Source: an optimization exercise on an open RTL-to-GDS flow (aim: small area). Production flows keep margins and buffers that such runs may drop.
Only the layout flow was run in this run; the RTL was not checked for function there.

==> design/flow/design.v <==
localparam X_GMV_LEFT1 = 0;
localparam X_GMV_LEFT2 = 320;
localparam X_GMV_RIGHT1 = 320;
localparam X_GMV_RIGHT2 = 640;
localparam Y_GMV_TOP = 0;
localparam Y_GMV_BOT = 480;
localparam Y_FLOOR = 475;
localparam Y_CEIL = 5;
localparam X_LWALL = 5;
localparam X_RWALL = 635;
localparam BALL_H = 10;
localparam BALL_W = 10;
localparam PAD_H = 100;
localparam ALT_PAD_H = 150;
localparam ALT2_PAD_H = 60;
localparam PAD_W = 12;
localparam Y_BALL_VEL = 2;
localparam X_BALL_VEL = 2;
localparam ALT_X_BALL_VEL = 3;
localparam Y_PAD_VEL = 2;
localparam ALT_Y_PAD_VEL = 4;
localparam X_PAD_VEL = 2;
localparam X_BALL_DEF = 315;
localparam Y_BALL_DEF = 235;
localparam X_PADA_DEF = 20;
localparam X_PADB_DEF = 610;
localparam Y_PAD_DEF = 200;
localparam BALL_DIR_DEF = 1;
localparam DEF_SCR = 0;
localparam LEFT = 0;
localparam UP = 0;
localparam DOWN = 1;
localparam RIGHT = 1;
localparam NORMAL = 0;
localparam LONG_PAD = 1;
localparam QUICK_PAD = 2;
localparam QUICK_BALL = 3;
localparam SMALL_PAD = 4;
localparam INVERTED_PAD = 5;
localparam FLICK_PAD = 6;
localparam POWER_UP_H = 17;
localparam POWER_UP_W = 17;
localparam PADBUZZ = 3;
localparam WALLBUZZ = 6;
localparam POWER_OFF_COUNT = 260;
localparam POWER_SPAWN_COUNT = 400;
localparam LEFT_START = 10'd50;
localparam RIGHT_START = 10'd590;
localparam TOP = 10'd20;
localparam BOT = 10'd25;
localparam W = 10'd5;
localparam SPACE = 10'd5;
`timescale 1ns / 1ps
module VGAController(
	input clk,
	input sys_rst_n,
	input altcolor,
	input altcolor2,
	input pixval,
	output reg hsync,
	output reg vsync,
	output reg [9:0] xpix,
	output reg [9:0] ypix,
	output reg [2:0] rgb,
	input altcolor3
);
wire ypix_enable;
always@(posedge clk) begin
	if (~sys_rst_n)
		ypix <= 10'd0;
	else if (ypix_enable) begin
		if(ypix < 524)			 
			ypix <= ypix + 1;
		else ypix <= 0;			 
	end
end
assign ypix_enable = (xpix == 799);
always@(posedge clk) begin
	if (~sys_rst_n)
		xpix <= 10'd0;
	else if(xpix < 799)				  
		xpix <= xpix + 1;
	else 
		xpix <= 0;				 
end
always @(posedge clk) begin
	if (~sys_rst_n)
		hsync <= 1'b1;
	else if(xpix >= 0 && xpix < 640)
		hsync <= 1;
	else 
		if (xpix >= 640 && xpix < 656)
			hsync <= 1;
		else 
			if (xpix >= 656 && xpix < 752)
				hsync <= 0;
			else 
				if (xpix < 800)
					hsync <= 1;
end
always @(posedge clk) begin
	if (~sys_rst_n)
		vsync <= 1'b1;
	else if(ypix <  480)
		vsync <= 1;
	else 
		if (ypix >= 480 && ypix < 490)
			vsync <= 1;
		else 
			if (ypix >= 490 && ypix < 492)
				vsync <= 0;
			else 
				if (ypix < 525)
					vsync <= 1;
end
always @(posedge clk) begin
	if (~sys_rst_n)
		rgb <= 3'd0;
	else if(xpix < 640  && ypix < 480) begin
		rgb[2] <= altcolor3? (0):(altcolor?  0 : pixval);	 
		rgb[1] <= altcolor3? (1):(pixval? ( altcolor2? 1 : 0 ) : 1);			 
		rgb[0] <= altcolor3? (0):(pixval? 0 : 1);
	end
	else
		rgb <= 3'd0;  
end
endmodule
module CounterModule #(parameter PLAYER = 0)(
	input [2:0] score,
	input [9:0] xpix,
	input [9:0] ypix, 
	output pixval,
	output altcolor
);
 localparam LEFT_START = 10'd50;
localparam RIGHT_START = 10'd590;
localparam TOP = 10'd20;
localparam BOT = 10'd25;
localparam W = 10'd5;
localparam SPACE = 10'd5;
wire l_0, l_1, l_2, l_3, l_4, l_5, l_6;
wire r_0, r_1, r_2, r_3, r_4, r_5, r_6;
assign altcolor = pixval;
assign l_0 = ((xpix >= LEFT_START) && (xpix < LEFT_START + W) && (ypix > TOP) && (ypix <= BOT))? 1 : 0;
assign l_1 = ((xpix >= LEFT_START + (W+SPACE)) && (xpix < LEFT_START + (W+SPACE) + W) && (ypix > TOP) && (ypix <= BOT))? 1 : 0;
assign l_2 = ((xpix >= LEFT_START + 2*(W+SPACE)) && (xpix < LEFT_START + 2*(W+SPACE) + W) && (ypix > TOP) && (ypix <= BOT))? 1 : 0;
assign l_3 = ((xpix >= LEFT_START + 3*(W+SPACE)) && (xpix < LEFT_START + 3*(W+SPACE) + W) && (ypix > TOP) && (ypix <= BOT))? 1 : 0;
assign l_4 = ((xpix >= LEFT_START + 4*(W+SPACE)) && (xpix < LEFT_START + 4*(W+SPACE) + W) && (ypix > TOP) && (ypix <= BOT))? 1 : 0;
assign l_5 = ((xpix >= LEFT_START + 5*(W+SPACE)) && (xpix < LEFT_START + 5*(W+SPACE) + W) && (ypix > TOP) && (ypix <= BOT))? 1 : 0;
assign l_6 = ((xpix >= LEFT_START + 6*(W+SPACE)) && (xpix < LEFT_START + 6*(W+SPACE) + W) && (ypix > TOP) && (ypix <= BOT))? 1 : 0;
assign r_0 = ((xpix < RIGHT_START && xpix >= RIGHT_START - W) && (ypix > TOP) && (ypix <=BOT))? 1: 0;
assign r_1 = ((xpix < RIGHT_START - (W + SPACE) && xpix >= RIGHT_START - (W + SPACE) - W) && (ypix > TOP) && (ypix <=BOT))? 1: 0;
assign r_2 = ((xpix < RIGHT_START - 2*(W + SPACE) && xpix >= RIGHT_START - 2*(W + SPACE) - W) && (ypix > TOP) && (ypix <=BOT))? 1: 0;
assign r_3 = ((xpix < RIGHT_START - 3*(W + SPACE) && xpix >= RIGHT_START - 3*(W + SPACE) - W) && (ypix > TOP) && (ypix <=BOT))? 1: 0;
assign r_4 = ((xpix < RIGHT_START - 4*(W + SPACE) && xpix >= RIGHT_START - 4*(W + SPACE) - W) && (ypix > TOP) && (ypix <=BOT))? 1: 0;
assign r_5 = ((xpix < RIGHT_START - 5*(W + SPACE) && xpix >= RIGHT_START - 5*(W + SPACE) - W) && (ypix > TOP) && (ypix <=BOT))? 1: 0;
assign r_6 = ((xpix < RIGHT_START - 6*(W + SPACE) && xpix >= RIGHT_START - 6*(W + SPACE) - W) && (ypix > TOP) && (ypix <=BOT))? 1: 0;
assign pixval = (PLAYER == 0)? (
					score == 0? (l_0 || l_1 || l_2 || l_3 || l_4 || l_5 || l_6) : (
					score == 1? (l_0 || l_1 || l_2 || l_3 || l_4 || l_5) : (
					score == 2? (l_0 || l_1 || l_2 || l_3 || l_4) : (
					score == 3? (l_0 || l_1 || l_2 || l_3) : (
					score == 4? (l_0 || l_1 || l_2) : (
					score == 5? (l_0 || l_1) : (
					score == 6? (l_0) : (
					0
					)
					)
					)
					)
					)
					)
					)
					)
				: (
					score == 0? (r_0 || r_1 || r_2 || r_3 || r_4 || r_5 || r_6) : (
					score == 1? (r_0 || r_1 || r_2 || r_3 || r_4 || r_5) : (
					score == 2? (r_0 || r_1 || r_2 || r_3 || r_4) : (
					score == 3? (r_0 || r_1 || r_2 || r_3) : (
					score == 4? (r_0 || r_1 || r_2) : (
					score == 5? (r_0 || r_1) : (
					score == 6? (r_0) : (
					0
					)
					)
					)
					)
					)
					)
					)
				);
endmodule
module DisplayController (
	input gmv_flash,
	input rst_n,
	input [9:0] x_ball,
	input [9:0] y_ball,
	input [9:0] x_padA,
	input [9:0] x_padB,
	input [9:0] y_padA,
	input [9:0] y_padB,
	input [2:0] scrA,
	input [2:0] scrB,
	input lossA,
	input lossB,
	input [9:0] xpix,
	input [9:0] ypix,
	input [7:0] padA_h,
	input [7:0] padB_h,
	output pixval,
	output altcol,
	output altcol2,
	input power_en,
	input [9:0] power_pos_x,
	input [8:0] power_pos_y,
	input powerA,
	input powerB,
	input affectedA,
	input affectedB,
	output altcol3,
	input affectpowerup,
	input flickpadA,
	input flickpadB,
	input flick
);
 localparam X_GMV_LEFT1 = 0;
localparam X_GMV_LEFT2 = 320;
localparam X_GMV_RIGHT1 = 320;
localparam X_GMV_RIGHT2 = 640;
localparam Y_GMV_TOP = 0;
localparam Y_GMV_BOT = 480;
localparam Y_FLOOR = 475;
localparam Y_CEIL = 5;
localparam X_LWALL = 5;
localparam X_RWALL = 635;
localparam BALL_H = 10;
localparam BALL_W = 10;
localparam PAD_H = 100;
localparam ALT_PAD_H = 150;
localparam ALT2_PAD_H = 60;
localparam PAD_W = 12;
localparam Y_BALL_VEL = 2;
localparam X_BALL_VEL = 2;
localparam ALT_X_BALL_VEL = 3;
localparam Y_PAD_VEL = 2;
localparam ALT_Y_PAD_VEL = 4;
localparam X_PAD_VEL = 2;
localparam X_BALL_DEF = 315;
localparam Y_BALL_DEF = 235;
localparam X_PADA_DEF = 20;
localparam X_PADB_DEF = 610;
localparam Y_PAD_DEF = 200;
localparam BALL_DIR_DEF = 1;
localparam DEF_SCR = 0;
localparam LEFT = 0;
localparam UP = 0;
localparam DOWN = 1;
localparam RIGHT = 1;
localparam NORMAL = 0;
localparam LONG_PAD = 1;
localparam QUICK_PAD = 2;
localparam QUICK_BALL = 3;
localparam SMALL_PAD = 4;
localparam INVERTED_PAD = 5;
localparam FLICK_PAD = 6;
localparam POWER_UP_H = 17;
localparam POWER_UP_W = 17;
localparam PADBUZZ = 3;
localparam WALLBUZZ = 6;
localparam POWER_OFF_COUNT = 260;
localparam POWER_SPAWN_COUNT = 400;
wire altcolA;
wire altcolB;
wire altcolC;
assign p_ball = (xpix >= x_ball) && (xpix < x_ball+BALL_W) && (ypix >= y_ball) && (ypix < y_ball+BALL_H);
assign p_padA = (((xpix > x_padA) && (xpix < x_padA+PAD_W) && (ypix > y_padA + 3) && (ypix < y_padA+padA_h - 3)) ||
((xpix> x_padA + 2) && (xpix < x_padA + PAD_W - 2) && (ypix>y_padA) && (ypix <= y_padA + 3)) ||
((xpix> x_padA + 2) && (xpix < x_padA + PAD_W - 2) && (ypix>=y_padA+padA_h - 3) && (ypix < y_padA + padA_h)));
assign p_padB = (((xpix > x_padB) && (xpix < x_padB+PAD_W) && (ypix > y_padB + 3) && (ypix < y_padB+padB_h - 3)) ||
((xpix> x_padB + 2) && (xpix < x_padB + PAD_W - 2) && (ypix>y_padB) && (ypix <= y_padB + 3)) ||
((xpix> x_padB + 2) && (xpix < x_padB + PAD_W - 2) && (ypix>=y_padB+padB_h - 3) && (ypix < y_padB + padB_h)));
wire left;
wire right;
assign left = ((xpix>=X_GMV_LEFT1) && (xpix < X_GMV_LEFT2) && (ypix >= Y_GMV_TOP) && (ypix < Y_GMV_BOT))? ( gmv_flash? (xpix[4]^ypix[4]) : (0) ) : (0);
assign right = ((xpix>=X_GMV_RIGHT1) && (xpix < X_GMV_RIGHT2) && (ypix >= Y_GMV_TOP) && (ypix < Y_GMV_BOT)? ( gmv_flash? (xpix[4]^ypix[4]) : (0) ) : (0));
assign p_gameover = (~rst_n)? (lossA? (left) : (lossB? (right) : (0))) : (0);
assign p_ball_s1 = (xpix == x_ball-10'd1) && (ypix >= y_ball+10'd1) && (ypix < y_ball+BALL_H+10'd1);
assign p_ball_s2 = (xpix >= x_ball-10'd1) && (xpix < x_ball+BALL_W-10'd1) && (ypix == y_ball+BALL_H);
assign p_padA_s = ((xpix == x_padA) && (ypix > y_padA + 10'd3) && (ypix < y_padA+padA_h - 10'd3)) 
					|| ((xpix == x_padA+10'd1||xpix==x_padA+10'd2) && ((ypix == y_padA+padA_h-10'd3) || (ypix == y_padA+padA_h-10'd2) || (ypix == y_padA+padA_h-10'd1)))					
					|| ((ypix == y_padA+padA_h) && (xpix> x_padA + 2) && (xpix < x_padA + PAD_W - 2));
assign p_padB_s = ((xpix == x_padB) && (ypix > y_padB + 10'd3) && (ypix < y_padB+padB_h - 10'd3)) 
					|| ((xpix == x_padB+10'd1||xpix==x_padB+10'd2) && ((ypix == y_padB+padB_h-10'd3) || (ypix == y_padB+padB_h-10'd2) || (ypix == y_padB+padB_h-10'd1))) 
					|| ((ypix == y_padB+padB_h) && (xpix> x_padB + 2) && (xpix < x_padB + PAD_W - 2));
CounterModule scrA_mod (.score(scrA),
						.xpix(xpix),
						.ypix(ypix),
						.pixval(p_scrA),
						.altcolor(altcolA)
					   );
defparam scrA_mod.PLAYER = 0;
CounterModule scrB_mod (.score(scrB),
					    .xpix(xpix),
					    .ypix(ypix),
					    .pixval(p_scrB),
					    .altcolor(altcolB)
					   );
defparam scrB_mod.PLAYER = 1;
assign p_powerup = (power_en && gmv_flash)? ((xpix >= power_pos_x) && (xpix < power_pos_x+POWER_UP_W) && (ypix >= power_pos_y) && (ypix < power_pos_y+POWER_UP_H)) : (0);
assign pixval = (p_ball||(flickpadA? (p_padA && flick) : (p_padA))||(flickpadB? (p_padB && flick) : p_padB)||p_gameover||p_scrA||p_scrB||
				 p_ball_s1||p_ball_s2||(flickpadA?(p_padA_s && flick):(p_padA_s))||(flickpadB?(p_padB_s && flick):(p_padB_s))||p_powerup
				);
assign altcol = ((altcolA||altcolB||p_gameover||
				 p_ball_s1||p_ball_s2||p_padA_s||p_padB_s) &&
				 ~(p_ball||p_padA||p_padB)
				);
assign altcol2 = (p_powerup && ~affectpowerup) || (powerA && p_padA) || (powerB && p_padB);
assign altcol3 = (p_padA && affectedA) || (p_padB && affectedB) || (p_powerup && affectpowerup);
endmodule
module CollisionController(
		input clk,
		input sys_rst_n,
		input game_en,
		input rst_n,
		input A_up,
		input A_down,
		input B_up,
		input B_down,
		input gmv,
		output reg [9:0] y_padA,
		output reg [9:0] x_padA,
		output reg [9:0] y_padB,
		output reg [9:0] x_padB,
		output reg [9:0] x_ball,
		output reg [9:0] y_ball,
		output reg [2:0] scrA,
		output reg [2:0] scrB,
		output reg wall_col,
		output reg pad_col,
		output lossA,
		output lossB,
		output reg [2:0] Astatus,
		output reg [2:0] Bstatus,
		output reg [7:0] padA_h,
		output reg [7:0] padB_h,
		input [8:0] rand_pos,
		input [1:0] rand_type,
		output reg power_en,
		output powerA,
		output powerB,
		output reg [8:0] power_pos_y,
		output reg [9:0] power_pos_x,
		output affectedA,
		output affectedB,
		output affectpowerup,
		output flickpadA,
		output flickpadB
);
reg x_ball_dir;	
reg y_ball_dir;
reg [2:0] x_l_ball_vel;
reg [2:0] x_r_ball_vel;
reg [2:0] y_padA_vel;
reg [2:0] y_padB_vel;
reg [14:0] powercount;
reg [11:0] poweroffcount;
reg power_spawn;
reg [2:0] power_type;
reg power_dir;
reg [4:0] buzzcount;
 localparam X_GMV_LEFT1 = 0;
localparam X_GMV_LEFT2 = 320;
localparam X_GMV_RIGHT1 = 320;
localparam X_GMV_RIGHT2 = 640;
localparam Y_GMV_TOP = 0;
localparam Y_GMV_BOT = 480;
localparam Y_FLOOR = 475;
localparam Y_CEIL = 5;
localparam X_LWALL = 5;
localparam X_RWALL = 635;
localparam BALL_H = 10;
localparam BALL_W = 10;
localparam PAD_H = 100;
localparam ALT_PAD_H = 150;
localparam ALT2_PAD_H = 60;
localparam PAD_W = 12;
localparam Y_BALL_VEL = 2;
localparam X_BALL_VEL = 2;
localparam ALT_X_BALL_VEL = 3;
localparam Y_PAD_VEL = 2;
localparam ALT_Y_PAD_VEL = 4;
localparam X_PAD_VEL = 2;
localparam X_BALL_DEF = 315;
localparam Y_BALL_DEF = 235;
localparam X_PADA_DEF = 20;
localparam X_PADB_DEF = 610;
localparam Y_PAD_DEF = 200;
localparam BALL_DIR_DEF = 1;
localparam DEF_SCR = 0;
localparam LEFT = 0;
localparam UP = 0;
localparam DOWN = 1;
localparam RIGHT = 1;
localparam NORMAL = 0;
localparam LONG_PAD = 1;
localparam QUICK_PAD = 2;
localparam QUICK_BALL = 3;
localparam SMALL_PAD = 4;
localparam INVERTED_PAD = 5;
localparam FLICK_PAD = 6;
localparam POWER_UP_H = 17;
localparam POWER_UP_W = 17;
localparam PADBUZZ = 3;
localparam WALLBUZZ = 6;
localparam POWER_OFF_COUNT = 260;
localparam POWER_SPAWN_COUNT = 400;
assign lossA = (scrA == 7 ?  1 : 0);
assign lossB = (scrB == 7 ?  1 : 0);
assign powerA = ~(Astatus == NORMAL);
assign powerB = ~(Bstatus == NORMAL);
assign affectedA = (Astatus == INVERTED_PAD || Astatus == SMALL_PAD || Astatus == QUICK_PAD);
assign affectedB = (Bstatus == INVERTED_PAD || Bstatus == SMALL_PAD || Bstatus == QUICK_PAD);
assign affectpowerup = (power_en && ((power_type == INVERTED_PAD) || (power_type == SMALL_PAD || power_type == QUICK_PAD || power_type == FLICK_PAD)));
assign flickpadA = (Astatus == FLICK_PAD);
assign flickpadB = (Bstatus == FLICK_PAD);
always @(posedge clk) begin
	if (~sys_rst_n) begin
		y_ball <= Y_BALL_DEF;
		x_ball <= X_BALL_DEF;
		x_ball_dir <= BALL_DIR_DEF;
		y_ball_dir <= BALL_DIR_DEF;
		x_l_ball_vel <= X_BALL_VEL;
		x_r_ball_vel <= Y_BALL_VEL;
		y_padA <= Y_PAD_DEF;
		x_padA <= X_PADA_DEF;
		y_padB <= Y_PAD_DEF;
		x_padB <= X_PADB_DEF;
		y_padA_vel <= Y_PAD_VEL;
		y_padB_vel <= Y_PAD_VEL;
		padA_h <= PAD_H;
		padB_h <= PAD_H;
		Astatus <= NORMAL;
		Bstatus <= NORMAL;
		power_type <= 3'd1;
		powercount <= 15'd0;
		poweroffcount <= 12'd0;
		power_spawn <= 1'b0;
		power_en <= 1'b0;
		power_pos_x <= 10'd320;
		power_pos_y <= 9'd0;
		power_dir <= 1'b0;
		buzzcount <= 5'd0;
		scrA <= 3'd0;
		scrB <= 3'd0;
		wall_col <= 1'b0;
		pad_col <= 1'b0;
	end
	else if(game_en) begin
		if(~rst_n) begin
			y_ball <= Y_BALL_DEF;
			x_ball <= X_BALL_DEF;
			x_ball_dir <= BALL_DIR_DEF;
			y_ball_dir <= BALL_DIR_DEF;
			x_l_ball_vel <= X_BALL_VEL;
			x_r_ball_vel <= Y_BALL_VEL;
			y_padA <= Y_PAD_DEF;
			x_padA <= X_PADA_DEF;
			y_padB <= Y_PAD_DEF;
			x_padB <= X_PADB_DEF;
			y_padA_vel <= Y_PAD_VEL;
			y_padB_vel <= Y_PAD_VEL;
			padA_h <= PAD_H;
			padB_h <= PAD_H;
			Astatus <= NORMAL;
			Bstatus <= NORMAL;
			power_type <= 2'd1;
			powercount <= 15'd0;
			poweroffcount <= 12'd0;
			power_spawn <= 1'b0;
			power_en <= 1'b0;
			power_pos_x <= 10'd320;
			if(gmv) begin
				scrA <= DEF_SCR;
				scrB <= DEF_SCR;
				wall_col <= 1'b0;
				pad_col <= 1'b0;
			end
		end
		else begin
			if(pad_col || wall_col) begin
				buzzcount <= buzzcount + 5'd1;
			end
			if(pad_col && buzzcount >= PADBUZZ) begin
				buzzcount <= 5'd0;
				pad_col <= 1'b0;
			end
			if(wall_col && buzzcount >= WALLBUZZ) begin
				buzzcount <= 5'd0;
				wall_col <= 1'b0;
			end
			if(x_ball_dir == LEFT) begin
				if ((x_ball < x_padA + PAD_W) && (x_ball > x_padA) && (y_ball>y_padA) && 
					((y_ball + BALL_H) < (y_padA + padA_h))) begin
					x_ball_dir <= 1'b1;
					pad_col <= 1'b1;
					buzzcount <= 5'd0;
				end
			end
			else begin
				if((x_ball > x_padB) && (x_ball < x_padB+PAD_W) && ((y_ball>y_padB ) && 
				   ((y_ball + BALL_H) < (y_padB + padB_h) ))) begin
					x_ball_dir <= 1'b0;
					pad_col <= 1'b1;
					buzzcount <= 5'd0;
				end	
			end
			if (x_ball_dir == LEFT) begin
				if((x_ball < X_LWALL)) begin
					x_ball <= X_BALL_DEF;
					y_ball <= Y_BALL_DEF;
					wall_col <= 1'b1;
					buzzcount <= 5'd0;
					scrA <= scrA + 4'b0001;
				end
				else
					x_ball <= (x_ball - x_l_ball_vel);
			end		
			else begin
				if(((x_ball + BALL_W) > X_RWALL)) begin
					x_ball <= X_BALL_DEF;
					y_ball <= Y_BALL_DEF;
					wall_col <= 1'b1;
					buzzcount <= 5'd0;
					scrB <= scrB + 4'b0001;
				end
				else
					x_ball <= (x_ball + x_r_ball_vel);
			end
			if(y_ball_dir == UP) begin
				if ((y_ball < Y_CEIL))
					y_ball_dir <= DOWN;
				else
					y_ball <= y_ball - Y_BALL_VEL;
			end
			else begin
				if (((y_ball+ BALL_H)) > Y_FLOOR)
					y_ball_dir <= UP;
				else
					y_ball <= y_ball + Y_BALL_VEL;
			end
			if(Astatus != NORMAL) begin
				if(poweroffcount < POWER_OFF_COUNT) begin
					poweroffcount <= poweroffcount + 12'd1;
				end
				else begin
					poweroffcount <= 12'd0;
					Astatus <= NORMAL;
				end
			end
			if(A_up) begin										 
				if(Astatus == INVERTED_PAD) begin
					if (y_padA + padA_h < Y_FLOOR)
						y_padA <= y_padA + y_padA_vel;
				end
				else begin
					if (y_padA > Y_CEIL)
						y_padA <= y_padA - y_padA_vel;	
				end
			end
			else if(A_down) begin									 
				if(Astatus == INVERTED_PAD) begin
					if (y_padA > Y_CEIL)
						y_padA <= y_padA - y_padA_vel;
				end
				else begin
					if (y_padA + padA_h < Y_FLOOR)
						y_padA <= y_padA + y_padA_vel;
				end
			end
			if(Astatus == LONG_PAD) begin
				padA_h = ALT_PAD_H;
			end
			else if(Astatus == QUICK_PAD) begin
				y_padA_vel = ALT_Y_PAD_VEL;
			end
			else if(Astatus == QUICK_BALL) begin
				x_r_ball_vel = ALT_X_BALL_VEL;
			end
			else if(Astatus == SMALL_PAD) begin
				padA_h = ALT2_PAD_H;
			end
			else if (Astatus == NORMAL) begin
				padA_h = PAD_H;
				y_padA_vel = Y_PAD_VEL;
				x_r_ball_vel = X_BALL_VEL;
			end
			if(Bstatus != NORMAL) begin
				if(poweroffcount < POWER_OFF_COUNT) begin
					poweroffcount <= poweroffcount + 12'd1;
				end
				else begin
					poweroffcount <= 12'd0;
					Bstatus <= NORMAL;
				end
			end
			if(B_up) begin										 
				if(Bstatus == INVERTED_PAD) begin
					if (y_padB + padB_h < Y_FLOOR)
						y_padB <= y_padB + y_padB_vel;
				end
				else begin
					if (y_padB > Y_CEIL)
						y_padB <= y_padB - y_padB_vel;	
				end
			end
			else if(B_down) begin									 
				if(Bstatus == INVERTED_PAD) begin
					if (y_padB > Y_CEIL)
						y_padB <= y_padB - y_padB_vel;
				end
				else begin
					if (y_padB + padB_h < Y_FLOOR)
						y_padB <= y_padB + y_padB_vel;
				end
			end
			if(Bstatus == LONG_PAD) begin
				padB_h = ALT_PAD_H;
			end
			else if(Bstatus == QUICK_PAD) begin
				y_padB_vel = ALT_Y_PAD_VEL;
			end
			else if(Bstatus == QUICK_BALL) begin
				x_l_ball_vel = ALT_X_BALL_VEL;
			end
			else if(Bstatus == SMALL_PAD) begin
				padB_h = ALT2_PAD_H;
			end
			else if (Bstatus == NORMAL) begin
				padB_h = PAD_H;
				y_padB_vel = Y_PAD_VEL;
				x_l_ball_vel = X_BALL_VEL;
			end
			if(powercount < POWER_SPAWN_COUNT) begin
				powercount <= powercount + 15'd1;
				power_spawn <= 1'b0;
			end
			else if (powercount >= POWER_SPAWN_COUNT) begin
				powercount <= 15'd0;
				power_spawn <= 1'b1;
				power_pos_x <= 320;
			end
			if(power_spawn) begin
				power_spawn <= 1'b0;
				power_en <= 1'b1;
				if(power_type == 6) begin
					power_type <= 2'd1;
				end
				else begin
					power_type <= power_type + 2'd1;
				end
				power_dir <= power_dir + 1'b1;
			end
			if(power_en) begin
				if ((power_pos_x < X_LWALL) || (power_pos_x + POWER_UP_W > X_RWALL) || (power_pos_y + POWER_UP_H > Y_FLOOR) ||					
					(power_pos_y < Y_CEIL)) begin
					power_en <= 1'b0;
					poweroffcount <= 12'd0;
					power_pos_x <= 320;
					power_pos_y <= 240;
				end
				else if ((power_pos_x < x_padA + PAD_W) && (power_pos_x > x_padA) && (power_pos_y>y_padA) && 
					((power_pos_y + POWER_UP_H) < (y_padA + padA_h))) begin
					if(power_type == INVERTED_PAD || power_type == SMALL_PAD || power_type == QUICK_PAD || power_type == FLICK_PAD)
						Bstatus <= power_type;
					else
						Astatus <= power_type;
					power_en <= 1'b0;
					power_pos_x <= 320;
					power_pos_y <= 240;
					poweroffcount <= 12'd0;
				end
				else if((power_pos_x + POWER_UP_W> x_padB) && (power_pos_x < x_padB+PAD_W) && ((power_pos_y>y_padB ) && 
				   ((power_pos_y + POWER_UP_H) < (y_padB + padB_h) ))) begin
					if(power_type == INVERTED_PAD || power_type == SMALL_PAD || power_type == QUICK_PAD || power_type == FLICK_PAD)
						Astatus <= power_type;
					else
						Bstatus <= power_type;
					power_en <= 1'b0;
					power_pos_x <= 320;
					power_pos_y <= 240;
					poweroffcount <= 12'd0;
				end
				else begin
					if(power_dir)
						power_pos_x <= power_pos_x + 1;
					else
						power_pos_x <= power_pos_x - 1;
				end
			end
		end
	end
end
endmodule
module EnableGenerator (
input clk,
input sys_rst_n,
input pause_pulse,
output reg game_en,
output reg gmv_flash,
output pad_buzz_en,
output wall_buzz_en,
output reg flick
);
reg pause;
reg pause_en;
localparam CLOCK_MODULO_DIV = 300;  
localparam DIVGMV = 8500;
localparam DIVFLICK = 17000;
reg [8:0] counter;
reg [13:0] countergmv;
reg [14:0] counterflick;
assign pad_buzz_en = counter[7];
assign wall_buzz_en = counter[4];
always@(posedge clk) begin
	if (~sys_rst_n) begin
		game_en <= 1'b0;
		pause <= 1'b0;
		pause_en <= 1'b0;
		counter <= 9'd0;
		countergmv <= 14'd0;
		counterflick <= 15'd0;
		gmv_flash <= 1'b0;
		flick <= 1'b0;
	end
	else begin
	game_en <= 1'b0;
	if(pause_en) begin
		if(~pause_pulse) begin
			pause <= ~pause;
			pause_en <= 1'b0;
		end
	end
	if(pause_pulse)
		pause_en <= 1'b1;
	if(~pause) begin
		if(counter < CLOCK_MODULO_DIV) begin 
			counter <= counter + 1'b1;
		end
		else begin
			counter <= 0;
			game_en <= 1'b1;
		end
		if(countergmv < DIVGMV) begin
			countergmv <= countergmv + 1'b1;
		end
		else begin
			countergmv <= 1'b0;
			gmv_flash <= ~gmv_flash;
		end
		if(counterflick < DIVFLICK) begin
			counterflick <= counterflick + 1'b1;
		end
		else begin
			counterflick <= 1'b0;
			flick <= ~flick;
		end
	end
	end
end
endmodule
module rst_gen(
   output rst_n,
   output gmv,
   input lock,
   input lossA,
   input lossB,
   input clk,
   input sys_rst_n
   );
localparam N=16;
reg [N-1:0] rst_cnt;
always @(posedge clk) begin
	if (~sys_rst_n)
		rst_cnt <= {N{1'b0}};
	else begin
	if (rst_cnt < {N{1'b1}}) begin
		if (lock)
			rst_cnt <= rst_cnt + 1'd1;
	end
	if((lossA||lossB) && rst_n)
		rst_cnt <= {N{1'b0}};
	end
end
assign gmv = (rst_cnt > {1'b0,{(N-1){1'b1}}});
assign rst_n = (rst_cnt == {N{1'b1}});
endmodule
module BuzzerModule(
input clk,
input buzzer_wall_col,
input buzzer_paddle_col,
input paddle_frequency,
input wall_frequency,
output buzzer
);
assign buzzer = buzzer_wall_col? (wall_frequency) : (buzzer_paddle_col? (paddle_frequency) : (1));
endmodule
`timescale 1ns / 100ps
module Pong (
   output j01,
   output j02,
   output j03,
   output j04,
   output j05,
   output j06,
	input j13,
	input j14,
	input j15,
	input j16,
	input j17,
	input j18,
	input clk_in,
	input rst_n
);
wire lock, clk, game_rst_n, hsync, vsync, pixval, altcol, altcol2, lossA, lossB, game_en, pad_buzz_en, wall_buzz_en, wall_col, pad_col;
wire A_up, A_down, B_up, B_down, gmv, gmv_flash, power_en, powerA, powerB, affectedA, affectedB, altcol3, affectpowerup, flickpadA, flickpadB;
wire pause_pulse, reset_n, total_reset, buzz_out, flick;
wire [2:0] rgb, scrA, scrB;
wire [9:0] xpix, ypix, x_padA, y_padA, x_padB, y_padB, x_ball, y_ball, power_pos_x;
wire [2:0] Astatus, Bstatus;
wire [1:0] rand_type;
wire [7:0] padA_h, padB_h;
wire [8:0] power_pos_y, rand_pos;
wire [2:0] powerup_type;
assign j01 = hsync;
assign j02 = rgb[2];
assign j03 = rgb[1];
assign j04 = rgb[0];
assign j05 = vsync;
assign j06 = buzz_out;
assign pause_pulse = ~j13;
assign A_up = ~j14;
assign A_down = ~j15;
assign B_up = ~j16;
assign B_down = ~j17;
assign reset_n = j18;
assign total_reset = reset_n && game_rst_n;
assign clk = clk_in;
assign lock = 1'b1;
assign rand_pos = 9'd0;
assign rand_type = 2'd0;
rst_gen rst_gen_inst(.clk(clk), 
					.sys_rst_n(rst_n),
					.rst_n(game_rst_n),
					.lock(lock),
					.lossA(lossA),
					.lossB(lossB),
					.gmv(gmv)
					);
VGAController vga_ctrl (.clk(clk),
						.sys_rst_n(rst_n),
						.altcolor(altcol),
						.altcolor2(altcol2),
						.altcolor3(altcol3),
						.pixval(pixval),
						.hsync(hsync),
						.vsync(vsync),
						.xpix(xpix),
						.ypix(ypix),
						.rgb(rgb)
						);
DisplayController  disp_ctrl(.gmv_flash(gmv_flash),
							 .rst_n(game_rst_n),
							 .x_ball(x_ball),
							 .y_ball(y_ball),
							 .x_padA(x_padA),
							 .x_padB(x_padB),
							 .y_padA(y_padA),
							 .y_padB(y_padB),
							 .scrA(scrA),
							 .scrB(scrB),
							 .lossA(lossA),
							 .lossB(lossB),
							 .xpix(xpix),
							 .ypix(ypix),
							 .pixval(pixval),
							 .altcol(altcol),
							 .altcol2(altcol2),
							 .padA_h(padA_h),
							 .padB_h(padB_h),
							 .power_en(power_en),
							 .power_pos_x(power_pos_x),
							 .power_pos_y(power_pos_y),
							 .powerA(powerA),
							 .powerB(powerB),
							 .affectedA(affectedA),
							 .affectedB(affectedB),
							 .altcol3(altcol3),
							 .affectpowerup(affectpowerup),
							 .flickpadA(flickpadA),
							 .flickpadB(flickpadB),
							 .flick(flick)
);
EnableGenerator enable_gen(.clk(clk),
						   .sys_rst_n(rst_n),
						   .pause_pulse(pause_pulse),
						   .game_en(game_en),
						   .gmv_flash(gmv_flash),
						   .pad_buzz_en(pad_buzz_en),
						   .wall_buzz_en(wall_buzz_en),
						   .flick(flick)
						  );
CollisionController col_ctrl(.clk(clk),
							 .sys_rst_n(rst_n),
							 .game_en(game_en),
							 .rst_n(total_reset),
							 .gmv(gmv),
							 .A_up(A_up),
							 .A_down(A_down),
							 .B_up(B_up),
							 .B_down(B_down),
							 .y_padA(y_padA),
							 .x_padA(x_padA),
							 .y_padB(y_padB),
							 .x_padB(x_padB),
							 .x_ball(x_ball),
							 .y_ball(y_ball),
							 .scrA(scrA),
							 .scrB(scrB),
							 .wall_col(wall_col),
							 .pad_col(pad_col),
							 .lossA(lossA),
							 .lossB(lossB),
							 .Astatus(Astatus),
							 .Bstatus(Bstatus),
							 .padA_h(padA_h),
							 .padB_h(padB_h),
							 .rand_pos(rand_pos),
							 .rand_type(rand_type),
							 .power_en(power_en),
							 .power_pos_x(power_pos_x),
							 .power_pos_y(power_pos_y),
							 .powerA(powerA),
							 .powerB(powerB),
							 .affectedA(affectedA),
							 .affectedB(affectedB),
							 .affectpowerup(affectpowerup),
							 .flickpadA(flickpadA),
							 .flickpadB(flickpadB)
							);
BuzzerModule buzzer_crtl(.clk(clk),
						 .buzzer_wall_col(wall_col),
						 .buzzer_paddle_col(pad_col),
						 .paddle_frequency(pad_buzz_en),
						 .wall_frequency(wall_buzz_en),
						 .buzzer(buzz_out)
						);
endmodule
==> design/flow/run.sh <==
#!/bin/bash
# synth_recipe.tcl (not shown) runs the flow's synth.tcl, then flattens the netlist and writes it again
# the make line also repeats each setting of config.mk as NAME=value (left out here)
make -C /OpenROAD-flow-scripts/flow DESIGN_CONFIG=/design/flow/config.mk WORK_HOME=/design/flow/orfs CLKGATE_MAP_FILE= SYNTH_SCRIPT=/design/flow/synth_recipe.tcl finish
==> design/flow/config.mk <==
export PLATFORM = sky130hd
export DESIGN_NAME = Pong
export DESIGN_NICKNAME = Pong
export VERILOG_FILES = /design/flow/design.v
export SDC_FILE = /design/flow/constraint.sdc
export NUM_CORES = 4
export LEC_CHECK = 0
export CAP_MARGIN = 20
export CORE_MARGIN = 2
export CORE_UTILIZATION = 40
export SLEW_MARGIN = 20
==> design/flow/constraint.sdc <==
create_clock -name core_clock -period 10.0 [get_ports {clk_in}]
set_input_delay 2.0000 -clock core_clock [delete_from_list [all_inputs] [get_ports {clk_in}]]
set_output_delay 2.0000 -clock core_clock [all_outputs]
set_load 0.01 [all_outputs]
==> metrics.yaml <==
routabilityCongestion: 0.938
reg2reg_slack_ps: 4480
grt_pass1_wl_um: 117000
postRouteAntennaNets: 0
min_period_ps: 5520
final_core_util: 0.436
fin_nets: 3230
required_ps: 10450
netlist.area_leader.share: 0.187
clock_path_buffers: 3
routed_wl_um: 74900
initial_core_util: 0.405
die_width_um: 240
antenna_found_initial: 0
drc_errors: 0
postCtsSetupBuffers: 0
whs_ps: 456
cts_made_buffers: 26
crit_arrival_ps: 5960
endpoint: "col_ctrl.buzzcount[4]$_SDFFE_PN0P_"
synthTopCellsByArea: "dfxtp_1, ha_1, xnor2_1"
grt_use_met3: 0.0342
post_dp_cell_area_mm2: 0.0232
drive_above_1_share: 0.0444
grt_pass1_vias: 20800
fin_worst_skew_ps: 21.1
critPathLaunch: "col_ctrl.y_padB[3]$_SDFFE_PN1P_"
die_h_um: 240
synth-seq-area-share: 0.187
syn_inst: 2938
relSlewSlack: 0.293
max-vdd-ir-drop_mv: 0.120
cap_violations: 0
setup_viol_count_final: 0
met2_usage: 0.405
synth-edff-count: 0
yosys.cell_types.count: 96
firstDrtPassIters: 5
synth_area_mm2: 0.0224
status: "complete, no violations"
start_kind: "flip-flop"
syn_area_per_cell_um2: 7.61
wl_per_cell_um: 20.5
yosys.area.top_type: "dfxtp_1"
worstPathMaxFanout: 15
rsz0062_at_grt: "no"
overflow: 0
worstSkewPairLatency_ps: 570
grt-busiest-layer: "met2"
fillers: 5593
ctsHoldBuffers: 0
dp_hpwl_um: 56200
end_kind: "flip-flop"
p_per_area_mw_per_mm2: 80.2
fmax_ghz: 0.181
fin_crit_sh: 0.552
drt_iter0_markers: 1887
cts.clk_slew.worst_paths_ps: 70
diodes: 0
r2r-end: "col_ctrl.buzzcount[4]$_SDFFE_PN0P_"
portBuffers: 13
die_area_mm2: 0.0578
rows: 86
hold_viol_final: 0
area.growth.synth_to_final_pct: 7.73
hp-class: "reg -> reg"
worst-r2r-cell-count: 15
htreeDepth: 1
synthFlopType: "dfxtp_1"
tightest_slew_ps: 1050
grt_max_degree: 65
vias: 22100
r2r_start: "col_ctrl.y_padB[3]$_SDFFE_PN1P_"
async_reset_ff_frac: 0
synth.yosys.warnings: 15
clock-sinks: 209
use_met1: 0.339
cts-root-buf: "clkbuf_16"
post_cts_resized: 0
path_class: "reg -> reg"
fin_setup_tns_ps: 0
leakage_uw: 0.00979
ys_ff_latch: 209
multiInputGateArea_mm2: 0.0172
seqCellArea_mm2: 0.00419
cts_tree: "built"
fin_total_pwr_uw: 1930
grt_util_all_layers: 0.255
final_cell_area_mm2: 0.0241
ios: 14
core_mm2: 0.0552
via_per_inst: 6.05
report.final.slew_viol_count: 0
[state kept, by name, summed over array words and instances, names as in the netlist, 12 cells and up]
signal and flops:
enable_gen.counterflick 15, col_ctrl.powercount 15, col_ctrl.poweroffcount 12, enable_gen.countergmv 14, rst_gen_inst.rst_cnt 16
[through the flow]
| step | setup WS, ps | cells |
|---|---|---|
| after floorplan | 5520 | 2939 |
| after global placement | 4810 | 3608 |
| after detailed placement | 4610 | 3608 |
| after CTS | 4590 | 3655 |
| after global routing | 4020 | 3655 |
| final | 4480 | 3655 |
[layout make-up]
class,count,area share
Clock buffer,38,0.0327
Sequential cell,209,0.174
Timing Repair Buffer,47,0.0158
Inverter,144,0.0224
Clock inverter,9,0.00436
Tap cell,748,0.0389
Multi-Input combinational cell,2460,0.712
[worst max-delay path, stage by stage (launching register included)]
cell       delay, ps
dfxtp_1          680
ha_1             460
o21a_1           240
a21oi_1          280
xor2_1           570
ha_1             370
a21o_1           160
a21oi_1          140
nor2b_1           70
a2111oi_0        540
o211ai_1         150
o31ai_1          850
nand4_1          300
nand3b_1         280
nand2_1          100
and3_1           190
[placed cells by master, fill, tap and decap left out, drive strengths merged, types with 13 or more instances in the layout]
cell type  count
a211oi        39
a21o          47
or3           30
buf           35
nand2b        48
xnor2        147
a211o         15
or4           16
nand2        237
o211ai        30
nor2         310
dfxtp        209
mux2i         13
inv          140
nor3b         16
a21oi        177
a31oi         35
nand3        127
o21a          27
o22ai         28
nand4         77
nor2b         31
and2          29
o21ai        153
nor4          33
a2111oi       20
xor2          77
o31ai         21
clkbuf        38
and3          29
ha           327
nor3          87
or2           17
[worst min-delay path by stage]
stage                                      startpoint                                      to  depth (start not counted)
2_1_floorplan  col_ctrl.poweroffcount[9]$_SDFFE_PN0P_  col_ctrl.poweroffcount[9]$_SDFFE_PN0P_                          2
3_3_place_gp      col_ctrl.powercount[8]$_SDFFE_PN0P_     col_ctrl.powercount[8]$_SDFFE_PN0P_                          2
3_5_place_dp   col_ctrl.poweroffcount[9]$_SDFFE_PN0P_  col_ctrl.poweroffcount[9]$_SDFFE_PN0P_                          2
4_1_cts        col_ctrl.poweroffcount[9]$_SDFFE_PN0P_  col_ctrl.poweroffcount[9]$_SDFFE_PN0P_                          2
5_1_grt          col_ctrl.powercount[10]$_SDFFE_PN0P_    col_ctrl.powercount[10]$_SDFFE_PN0P_                          1
6_report       col_ctrl.poweroffcount[9]$_SDFFE_PN0P_  col_ctrl.poweroffcount[9]$_SDFFE_PN0P_                          2
[cell usage after synthesis (all sizes together) (20+ instances only)]
| master | n |
|---|---|
| a21oi | 177 |
| nor2 | 310 |
| and3 | 29 |
| o31ai | 21 |
| nor2b | 31 |
| nand3 | 127 |
| inv | 139 |
| o21ai | 153 |
| o211ai | 30 |
| or3 | 30 |
| nand2b | 48 |
| a2111oi | 20 |
| xor2 | 77 |
| buf | 23 |
| xnor2 | 147 |
| nor4 | 33 |
| nand2 | 237 |
| nor3 | 87 |
| and2 | 29 |
| dfxtp | 209 |
| a211oi | 39 |
| a31oi | 35 |
| clkbuf | 103 |
| ha | 327 |
| o21a | 27 |
| nand4 | 77 |
| o22ai | 28 |
| a21o | 47 |
[power breakdown]
group          total [µW]  internal, µW  switching (µW)
clock                 995           595             401
combinational        83.3          28.8            54.5
sequential            853           842            11.5
[cell families (layout without fill, tap and decap cells)]
kind of cell	Yosys count	in the layout	synth area share
and+or+nand+nor	1141	1141	0.255
AOI/OAI and AO/OA	735	735	0.219
adders and majority gates	337	337	0.191
buffers and inverters	270	238	0.0467
xor gates and xnor gates	230	230	0.0942
DFF	209	209	0.187
muxes	15	15	0.00683
other	1	2	0.000168
[per-layer routing]
layer | up-vias | share of wire
li1 | 10700 | -
met1 | 10600 | 0.44
met2 | 715 | 0.43
met3 | 173 | 0.066
met4 | 0 | 0.054
met5 | - | 0

[port drivers added, routing unchanged]
Ports are ideal in the flow. The routed layout listed here was re-timed in OpenROAD. Step 1 sets driving cells, clkbuf_16 on the clock port and buf_2 on the other inputs (assumed; they add their load-dependent delay and slew). Step 2 times the ports against the registers' clock, not the clock port: input delays grow and output delays shrink by t, the midpoint of the rising clock arrivals with the driver on. Three values: no drivers, after step 1, after step 2; two values: the first two.
shift t [ns]: 0.613
setup WS [ns]: 4.484 / 4.484 / 4.484
hold slack, ns: 0.456 / 0.456 / 0.456
latest minus earliest clock arrival (ns): 0.021 / 0.021
worst slew at a driven data input, ns: 0.03
After both steps setup and hold are still met in this run. For this run, drivers alone change the setup slack by 0.000 ns; drivers and shift together by 0.000 ns.
